Background: an optimization exercise with open tools, aiming at small area and a short achievable clock period. Do not read the settings as production practice. The RTL was checked by simulation tests, not by an equivalence proof against the original design. No activity file was given, so power comes from the tool's default toggle rates.

==> flow/design.v (excerpt) <==
module tanh9slices (
    input wire clk,
    input wire rst_n,
    input wire signed [15:0] x0_in,
    input wire signed [15:0] x1_in,
    input wire valid_in,
    output wire signed [15:0] y0_out,
    output wire signed [15:0] y1_out,
    output reg valid_out
);
For scale: about 830 cells after synthesis, roughly 130 flip-flops, roughly 68 I/O pins, ~0.0076 mm2 of cells after synthesis.
export LEC_CHECK = 0
export CAP_MARGIN = 20
export CORE_MARGIN = 2
export CORE_UTILIZATION = 40
export SLEW_MARGIN = 20
create_clock -name core_clock -period 8.0 [get_ports {clk}]
standard.sh (not shown) runs the stock make flow with config.mk's settings and CLKGATE_MAP_FILE= SYNTH_SCRIPT=/design/flow/synth_recipe.tcl, a recipe that flattens the netlist after the stock synthesis.
==> flow/flow/run.sh <==
#!/bin/bash
set -euo pipefail
mapfile -t KNOBS < <(grep -v '^\s*$' flow/knobs.txt)
bash standard.sh "${KNOBS[@]}" finish > flow_make.log 2>&1
==> flow/flow/knobs.txt <==
SETUP_SLACK_MARGIN=5.4
CTS_ARGS=-sink_clustering_enable -repair_clock_nets -root_buf sky130_fd_sc_hd__clkbuf_16 -buf_list sky130_fd_sc_hd__clkbuf_8 -dont_use_dummy_load
BUFFER_PORTS_ARGS=-buffer_cell sky130_fd_sc_hd__buf_1
MATCH_CELL_FOOTPRINT=0
Change:
==> flow/flow/knobs.txt (replaced) <==
SETUP_SLACK_MARGIN=5.5
CTS_ARGS=-sink_clustering_enable -repair_clock_nets -root_buf sky130_fd_sc_hd__clkbuf_16 -buf_list sky130_fd_sc_hd__clkbuf_8 -sink_clustering_size 25 -sink_clustering_max_diameter 80 -dont_use_dummy_load
BUFFER_PORTS_ARGS=-buffer_cell sky130_fd_sc_hd__buf_1
MATCH_CELL_FOOTPRINT=0
=> The changed run completed with no timing, DRC or antenna violations. Utilization climbs by 0.28 points. Global-route usage climbs by 0.33 points. First-iteration DRC count drops by 2.7%. Wire length climbs by 1.5%. Die area is unchanged. Cell count stays flat. Synthesized area does not change. Maximum frequency climbs by 1.8%. Via count climbs by 1.8%.
Change:
==> flow/flow/knobs.txt (replaced) <==
SETUP_SLACK_MARGIN=5.45
CTS_ARGS=-sink_clustering_enable -repair_clock_nets -buf_list sky130_fd_sc_hd__clkbuf_8 -dont_use_dummy_load
BUFFER_PORTS_ARGS=-buffer_cell sky130_fd_sc_hd__buf_1
After rerunning:
- via count fell by 2.1%
- design area stays flat
- wire length goes down by 1.5%
- power goes down by about 1.3%
- global-route usage falls by 0.28 points
- fmax goes down by 2.3%
- count of clock-buffer cells in the layout is unchanged
- worst setup slack degrades by 0.059 ns
Change:
==> flow/flow/knobs.txt (replaced) <==
SETUP_SLACK_MARGIN=5.4
CTS_ARGS=-sink_clustering_enable -repair_clock_nets -buf_list sky130_fd_sc_hd__clkbuf_8 -dont_use_dummy_load
BUFFER_PORTS_ARGS=-buffer_cell sky130_fd_sc_hd__buf_1
What happened:
- The changed run completed without violations
- core utilization shrinks by 0.32 points
- non-clock buffer count does not change
- fmax hardly moves
- flip-flop and latch count stays the same
- clock skew hardly moves
- cell count is unchanged
Change:
==> flow/flow/knobs.txt (replaced) <==
SETUP_SLACK_MARGIN=5.55
CTS_ARGS=-sink_clustering_enable -repair_clock_nets -root_buf sky130_fd_sc_hd__clkbuf_16 -buf_list sky130_fd_sc_hd__clkbuf_8 -dont_use_dummy_load
BUFFER_PORTS_ARGS=-buffer_cell sky130_fd_sc_hd__buf_1
MATCH_CELL_FOOTPRINT=0
=> The changed run finished with timing, DRC and antenna clean; design area climbs by 2.3%; worst hold slack loses 0.0071 ns; sequential share of layout area drops by 0.47 points; power climbs by 2.6%; non-clock buffer count climbs by 3; clock skew climbs by 0.0030 ns; clock-buffer cell count is unchanged; utilization climbs by 1.0 points.

* * *

Setup of build 73:
Another version of the RTL of tanh9slices (not shown whole).
For scale: roughly 840 cells after synthesis, ~130 flip-flops, roughly 68 I/O pins, roughly 7700 um^2 of cells after synthesis.
==> flow/config.mk <==
export PLATFORM = sky130hd
export DESIGN_NAME = tanh9slices
export DESIGN_NICKNAME = tanh9slices
export VERILOG_FILES = /design/flow/design.v
export SDC_FILE = /design/flow/constraint.sdc
export NUM_CORES = 4
export LEC_CHECK = 0
export CAP_MARGIN = 20
export CORE_MARGIN = 2
export CORE_UTILIZATION = 40
export SLEW_MARGIN = 20
==> flow/constraint.sdc <==
create_clock -name core_clock -period 8.0 [get_ports {clk}]
set_input_delay 1.6000 -clock core_clock [delete_from_list [all_inputs] [get_ports {clk}]]
set_output_delay 1.6000 -clock core_clock [all_outputs]
set_load 0.01 [all_outputs]
==> flow/flow/run.sh <==
#!/bin/bash
set -euo pipefail
mapfile -t KNOBS < <(grep -v '^\s*$' flow/knobs.txt)
bash standard.sh "${KNOBS[@]}" "PRE_GLOBAL_PLACE_TCL=$PWD/flow/ports.tcl" finish > flow_make.log 2>&1
==> flow/flow/knobs.txt <==
SETUP_SLACK_MARGIN=5.4
CTS_ARGS=-sink_clustering_enable -repair_clock_nets -buf_list sky130_fd_sc_hd__clkbuf_8 -dont_use_dummy_load
==> flow/flow/ports.tcl <==
# Port buffers, sourced before global placement: ORFS's own buffer_ports call
# is replaced by two calls, so every port still gets a buffer, but the inputs
# get buf_1 and the outputs buf_2 (timing repair may resize them later).
rename buffer_ports orfs_buffer_ports
proc buffer_ports {args} {
  orfs_buffer_ports -outputs -buffer_cell sky130_fd_sc_hd__buf_2
  orfs_buffer_ports -inputs -buffer_cell sky130_fd_sc_hd__buf_1
}
Build 73 | status: complete | timing, DRC, antenna: pass
Input changes introduced in build 59 (baseline for comparison: build 73):
==> flow/flow/knobs.txt <==
SETUP_SLACK_MARGIN=5.5
CTS_ARGS=-sink_clustering_enable -repair_clock_nets -root_buf sky130_fd_sc_hd__clkbuf_16 -buf_list sky130_fd_sc_hd__clkbuf_8 -dont_use_dummy_load
BUFFER_PORTS_ARGS=-inputs -buffer_cell sky130_fd_sc_hd__buf_1
==> flow/flow/ports.tcl <==
# Buffer the output ports (ORFS's buffer_ports call then buffers the inputs).
buffer_ports -outputs -buffer_cell sky130_fd_sc_hd__buf_2
Notes after the runs:
Build 59: share of cells above drive strength 1 is 2.9 points lower than what build 73 reported. Looking only at proportion of final cell area spent on non-clock buffers, and setting everything else aside, the lower value of build 59 and build 73 goes to build 59. In summary, build 59 completed successfully, with a layout that passed the timing, DRC and antenna checks. [compare] base=build 73 new=build 59: part of the total power dissipated in combinational logic lost 3.7 points, layout filler cell count picked up an extra 21. Top fanout value on the critical path ends up higher on build 59.
Setup changes, build 59 to build 90
==> flow/flow/knobs.txt <==
SETUP_SLACK_MARGIN=5.4
CTS_ARGS=-sink_clustering_enable -repair_clock_nets -buf_list sky130_fd_sc_hd__clkbuf_8 -dont_use_dummy_load
BUFFER_PORTS_ARGS=-inputs -buffer_cell sky130_fd_sc_hd__buf_1
==> flow/flow/ports.tcl <==
# Buffer the output ports (ORFS's buffer_ports call then buffers the inputs).
buffer_ports -outputs -buffer_cell sky130_fd_sc_hd__buf_4
### Flow results
| count of clock-buffer cells in the layout | build 90 vs build 59 | ≈ equal |
Sequential power delta (build 59 -> build 90): insignificant
Re achievable frequency: build 59 was higher than build 90.
The fraction of met2 tracks used by global routing of build 90 and that of build 59 are within noise of each other.
Relative to build 90, the following input files were edited for build 33:
==> flow/flow/run.sh <==
#!/bin/bash
set -euo pipefail
mapfile -t KNOBS < <(grep -v '^\s*$' flow/knobs.txt)
bash standard.sh "${KNOBS[@]}" finish > flow_make.log 2>&1
==> flow/flow/knobs.txt <==
SETUP_SLACK_MARGIN=5.4
CTS_ARGS=-sink_clustering_enable -repair_clock_nets -buf_list sky130_fd_sc_hd__clkbuf_8 -dont_use_dummy_load
BUFFER_PORTS_ARGS=-buffer_cell sky130_fd_sc_hd__buf_1
removed: flow/flow/ports.tcl
[summary]
- On finished layout cell area: build 33 sits above build 90.
- The lower total power of build 33 and build 90 is in build 90.
- Against build 90, fill cell total of the finished layout in build 33 rose slightly.
- Comparing build 33 and build 90, the lower clock period minus worst slack is on build 90.
- Die span in x came out exactly the same in build 33 and build 90.
- Build 33 ends up with a fmax that is about 1.2% lower than in build 90.
- The total of plain and repair buffers excluding clock buffers number comes out higher for build 33 vs build 90.
- Comparing build 33 against build 90, there is no change at all in number of flip-flops and latches.
- When the final numbers for build 33 and build 90 were put side by side, the post-DP HPWL turned out to be greater in build 33.
- Taking build 90 as the reference point, the multi-input gate share of total cell area of build 33 falls by 0.97 points.
### build 33 -> build 82
==> flow/flow/run.sh <==
#!/bin/bash
set -euo pipefail
mapfile -t KNOBS < <(grep -v '^\s*$' flow/knobs.txt)
bash standard.sh "${KNOBS[@]}" "PRE_GLOBAL_PLACE_TCL=$PWD/flow/ports.tcl" finish > flow_make.log 2>&1
==> flow/flow/knobs.txt <==
SETUP_SLACK_MARGIN=5.4
CTS_ARGS=-sink_clustering_enable -repair_clock_nets -root_buf sky130_fd_sc_hd__clkbuf_16 -buf_list sky130_fd_sc_hd__clkbuf_4 -dont_use_dummy_load
BUFFER_PORTS_ARGS=-inputs -buffer_cell sky130_fd_sc_hd__buf_1
==> flow/flow/ports.tcl (new file) <==
# Buffer the output ports (ORFS's buffer_ports call then buffers the inputs).
buffer_ports -outputs -buffer_cell sky130_fd_sc_hd__buf_2
## What came out
Total stage count of the critical path for build 82 is higher than for build 33.
Build 33 → build 82: number of inserted filler cells in the final layout fell by 0.32%, setup slack after layout -0.025 ns.
On pre-CTS setup slack: between build 82 and build 33, it ends up higher for build 82.
Changes in build 4 relative to build 82:
==> flow/flow/run.sh <==
#!/bin/bash
set -euo pipefail
mapfile -t KNOBS < <(grep -v '^\s*$' flow/knobs.txt)
bash standard.sh "${KNOBS[@]}" finish > flow_make.log 2>&1
==> flow/flow/knobs.txt <==
SETUP_SLACK_MARGIN=5.3
CTS_ARGS=-sink_clustering_enable -repair_clock_nets -buf_list sky130_fd_sc_hd__clkbuf_8 -dont_use_dummy_load
BUFFER_PORTS_ARGS=-buffer_cell sky130_fd_sc_hd__buf_1
removed: flow/flow/ports.tcl
### Flow results
- The total of endpoints with negative setup slack in the final report was comparable across build 4 and build 82.
- reg -> reg as the type of the setup path with the least slack was reported by build 82, and reg -> out by build 4.
- Summary of build 4 over build 82: detail-routed via count per cell dropped 0.12; met2 usage in global routing dropped 0.35 points; combinational share of power climbed 1.9 points.

* * *

Setup of sierra:
Another version of the RTL of tanh9slices (not shown whole).
Size: roughly 900 cells after synthesis, ~140 flip-flops, ~68 I/O pins, roughly 8300 um2 of cells after synthesis.
Settings: LEC_CHECK=0, CAP_MARGIN=20, CORE_MARGIN=2, CORE_UTILIZATION=40, SLEW_MARGIN=20; clock period 8.0 ns.
==> flow/flow/run.sh <==
#!/bin/bash
set -euo pipefail
mapfile -t KNOBS < <(grep -v '^\s*$' flow/knobs.txt)
bash standard.sh "${KNOBS[@]}" finish > flow_make.log 2>&1
==> flow/flow/knobs.txt <==
SETUP_SLACK_MARGIN=5.4
CTS_BUF_LIST=sky130_fd_sc_hd__clkbuf_8
BUFFER_PORTS_ARGS=-buffer_cell sky130_fd_sc_hd__buf_2
--- input diff sierra..fjord ---
==> flow/flow/knobs.txt <==
SETUP_SLACK_MARGIN=5.45
CTS_ARGS=-sink_clustering_enable -repair_clock_nets -buf_list sky130_fd_sc_hd__clkbuf_8 -dont_use_dummy_load
BUFFER_PORTS_ARGS=-buffer_cell sky130_fd_sc_hd__buf_1
## What came out
In fjord the total power turned out about 5% lower than in sierra. Final net count: higher on sierra. Clock power shrinks by more than 10% when moving from sierra to fjord. fjord against sierra: final cell count lower, register cell area after layout higher.
Inputs modified between fjord and quartz:
==> flow/flow/knobs.txt <==
SETUP_SLACK_MARGIN=5.50
CTS_BUF_LIST=sky130_fd_sc_hd__clkbuf_8
BUFFER_PORTS_ARGS=-buffer_cell sky130_fd_sc_hd__buf_2
==> results.txt <==
quartz: full flow OK, the timing, DRC and antenna checks passed. Run comparison: fjord startpoint of the most critical setup path lane1.s3_s$_DFF_P_; quartz startpoint of the most critical setup path lane0.s3_s$_DFF_P_. From fjord to quartz the numbers moved as follows: global-route usage closely matched the old numbers; worst setup slack decreased by 0.016 ns relative to the old numbers; power increased by about 8% relative to the old numbers.
--- input diff quartz..willow ---
==> flow/flow/knobs.txt <==
SETUP_SLACK_MARGIN=5.6
CTS_BUF_LIST=sky130_fd_sc_hd__clkbuf_8
BUFFER_PORTS_ARGS=-buffer_cell sky130_fd_sc_hd__buf_2
## What came out
The hold slack was comparable across willow and quartz. | area added between synthesis and finish | lower: quartz |. Going from quartz to willow, overall routed net length +3.6%, via count of the first global-routing pass +98. A start point of the critical path of lane0.s3_s$_DFF_P_ is what quartz shows, while valid_out$_DFF_PN0_ belongs to willow.

* * *

tanh9slices with an RTL version that a note above also has.
Size in the first run: roughly 830 cells after synthesis, roughly 68 I/O pins.
==> flow/config.mk <==
export PLATFORM = sky130hd
export DESIGN_NAME = tanh9slices
export DESIGN_NICKNAME = tanh9slices
export VERILOG_FILES = /design/flow/design.v
export SDC_FILE = /design/flow/constraint.sdc
export NUM_CORES = 4
export LEC_CHECK = 0
export CAP_MARGIN = 20
export CORE_MARGIN = 2
export CORE_UTILIZATION = 40
export SLEW_MARGIN = 20
==> flow/constraint.sdc <==
create_clock -name core_clock -period 8.0 [get_ports {clk}]
set_input_delay 1.6000 -clock core_clock [delete_from_list [all_inputs] [get_ports {clk}]]
set_output_delay 1.6000 -clock core_clock [all_outputs]
set_load 0.01 [all_outputs]
==> flow/flow/knobs.txt <==
SETUP_SLACK_MARGIN=5.55
CTS_ARGS=-sink_clustering_enable -repair_clock_nets -buf_list sky130_fd_sc_hd__clkbuf_8 -dont_use_dummy_load
BUFFER_PORTS_ARGS=-buffer_cell sky130_fd_sc_hd__buf_1
MATCH_CELL_FOOTPRINT=0
Scripts as last shown in full above: flow/flow/run.sh
The baseline produced a clean layout.
Then changed:
==> flow/flow/knobs.txt (replaced) <==
SETUP_SLACK_MARGIN=5.45
CTS_ARGS=-sink_clustering_enable -repair_clock_nets -buf_list sky130_fd_sc_hd__clkbuf_8 -dont_use_dummy_load
BUFFER_PORTS_ARGS=-buffer_cell sky130_fd_sc_hd__buf_1
MATCH_CELL_FOOTPRINT=0
What happened:
- The new run ran to the end with no violations
- hold slack gains 5.5 ps
- global-route usage shrinks by 0.40 points
- combinational power shrinks by about 8%
- maximum frequency grows by about 0.65%
- cell count barely changes
- die area is unchanged
- worst setup slack gains 16 ps
- count of clock-buffer cells in the layout does not change
- synthesized cell count stays the same
- register-to-register slack loses 110 ps
- final area shrinks by about 2%
Then changed:
==> flow/flow/knobs.txt (replaced) <==
SETUP_SLACK_MARGIN=5.5
CTS_ARGS=-sink_clustering_enable -repair_clock_nets -root_buf sky130_fd_sc_hd__clkbuf_16 -buf_list sky130_fd_sc_hd__clkbuf_8 -dont_use_dummy_load
BUFFER_PORTS_ARGS=-buffer_cell sky130_fd_sc_hd__buf_1
MATCH_CELL_FOOTPRINT=0
What happened: Critical path depth does not change; design area hardly moves; clock skew barely changes.
Then changed:
==> flow/flow/knobs.txt (replaced) <==
SETUP_SLACK_MARGIN=5.5
CTS_ARGS=-sink_clustering_enable -repair_clock_nets -buf_list sky130_fd_sc_hd__clkbuf_8 -dont_use_dummy_load
BUFFER_PORTS_ARGS=-buffer_cell sky130_fd_sc_hd__buf_1
=> The changed run completed with no timing, DRC or antenna violations; die area is unchanged; worst setup slack got worse by 77 ps; hold slack barely changes; final area rises by 1.1%; global-route usage barely changes; via count shrinks by 0.74%.
Then changed:
==> flow/flow/knobs.txt (replaced) <==
SETUP_SLACK_MARGIN=5.45
CTS_ARGS=-sink_clustering_enable -repair_clock_nets -root_buf sky130_fd_sc_hd__clkbuf_16 -buf_list sky130_fd_sc_hd__clkbuf_8 -dont_use_dummy_load
BUFFER_PORTS_ARGS=-buffer_cell sky130_fd_sc_hd__buf_1
MATCH_CELL_FOOTPRINT=0
- setup slack improves by 64 ps
- synthesized area does not change
- flip-flop and latch count does not change
- final area is lower by 1.5%
- first-iteration DRC count went down by 2.3%
- non-clock buffer count grows by 2
- die area does not change
- fmax climbs by 2.6%

[re-timing with driven ports]
In the flow no input, the clock included, has a driving cell. The finished layouts below were timed again as built, in two steps. Step 1 assumes that a clkbuf_16 drives the clock port and a buf_2 every other input. Step 2 times the ports against the registers' clock, not the clock port: input delays grow and output delays shrink by t, the midpoint of the rising clock arrivals with the driver on. a / b / c = ideal ports / drivers / drivers and shift; a / b = the first two.
run	shift t [ns]	setup WS [ns]	worst hold slack (ns)	latest minus earliest clock arrival (ns)
the first run of note 1	0.395	5.483 / 5.442 / 5.198	0.341 / 0.341 / 0.341	0.029 / 0.030
the second run of note 1	0.399	5.527 / 5.485 / 5.201	0.319 / 0.319 / 0.319	0.027 / 0.027
the third run of note 1	0.461	5.468 / 5.430 / 5.198	0.335 / 0.335 / 0.335	0.030 / 0.030
the fourth run of note 1	0.459	5.467 / 5.429 / 5.199	0.336 / 0.336 / 0.336	0.030 / 0.030
the fifth run of note 1	0.402	5.530 / 5.488 / 5.178	0.329 / 0.329 / 0.329	0.025 / 0.024
build 73	0.474	5.467 / 5.429 / 5.200	0.326 / 0.326 / 0.326	0.026 / 0.027
build 59	0.404	5.514 / 5.514 / 5.240	0.339 / 0.339 / 0.339	0.026 / 0.026
build 90	0.471	5.480 / 5.436 / 5.201	0.316 / 0.316 / 0.316	0.041 / 0.040
build 33	0.477	5.449 / 5.409 / 5.192	0.335 / 0.335 / 0.335	0.032 / 0.032
build 82	0.393	5.425 / 5.425 / 5.197	0.309 / 0.309 / 0.309	0.051 / 0.052
build 4	0.474	5.394 / 5.351 / 5.181	0.331 / 0.331 / 0.331	0.029 / 0.029
sierra	0.477	5.472 / 5.434 / 5.067	0.357 / 0.357 / 0.357	0.014 / 0.015
fjord	0.479	5.457 / 5.417 / 5.084	0.359 / 0.359 / 0.359	0.029 / 0.029
quartz	0.485	5.441 / 5.401 / 5.105	0.357 / 0.357 / 0.357	0.012 / 0.012
willow	0.486	5.464 / 5.426 / 5.117	0.354 / 0.354 / 0.354	0.015 / 0.015
the first run of note 4	0.470	5.452 / 5.415 / 5.175	0.329 / 0.329 / 0.329	0.025 / 0.025
the second run of note 4	0.460	5.469 / 5.431 / 5.198	0.335 / 0.335 / 0.335	0.029 / 0.030
the third run of note 4	0.399	5.527 / 5.485 / 5.201	0.319 / 0.319 / 0.319	0.027 / 0.027
the fourth run of note 4	0.468	5.450 / 5.413 / 5.202	0.319 / 0.319 / 0.319	0.028 / 0.027
the fifth run of note 4	0.394	5.514 / 5.474 / 5.199	0.336 / 0.336 / 0.336	0.030 / 0.030
After both steps setup and hold are still met in every run listed. The setup slack of sierra, which loses most, moves by -0.038 ns with the drivers and by -0.405 ns with both steps.
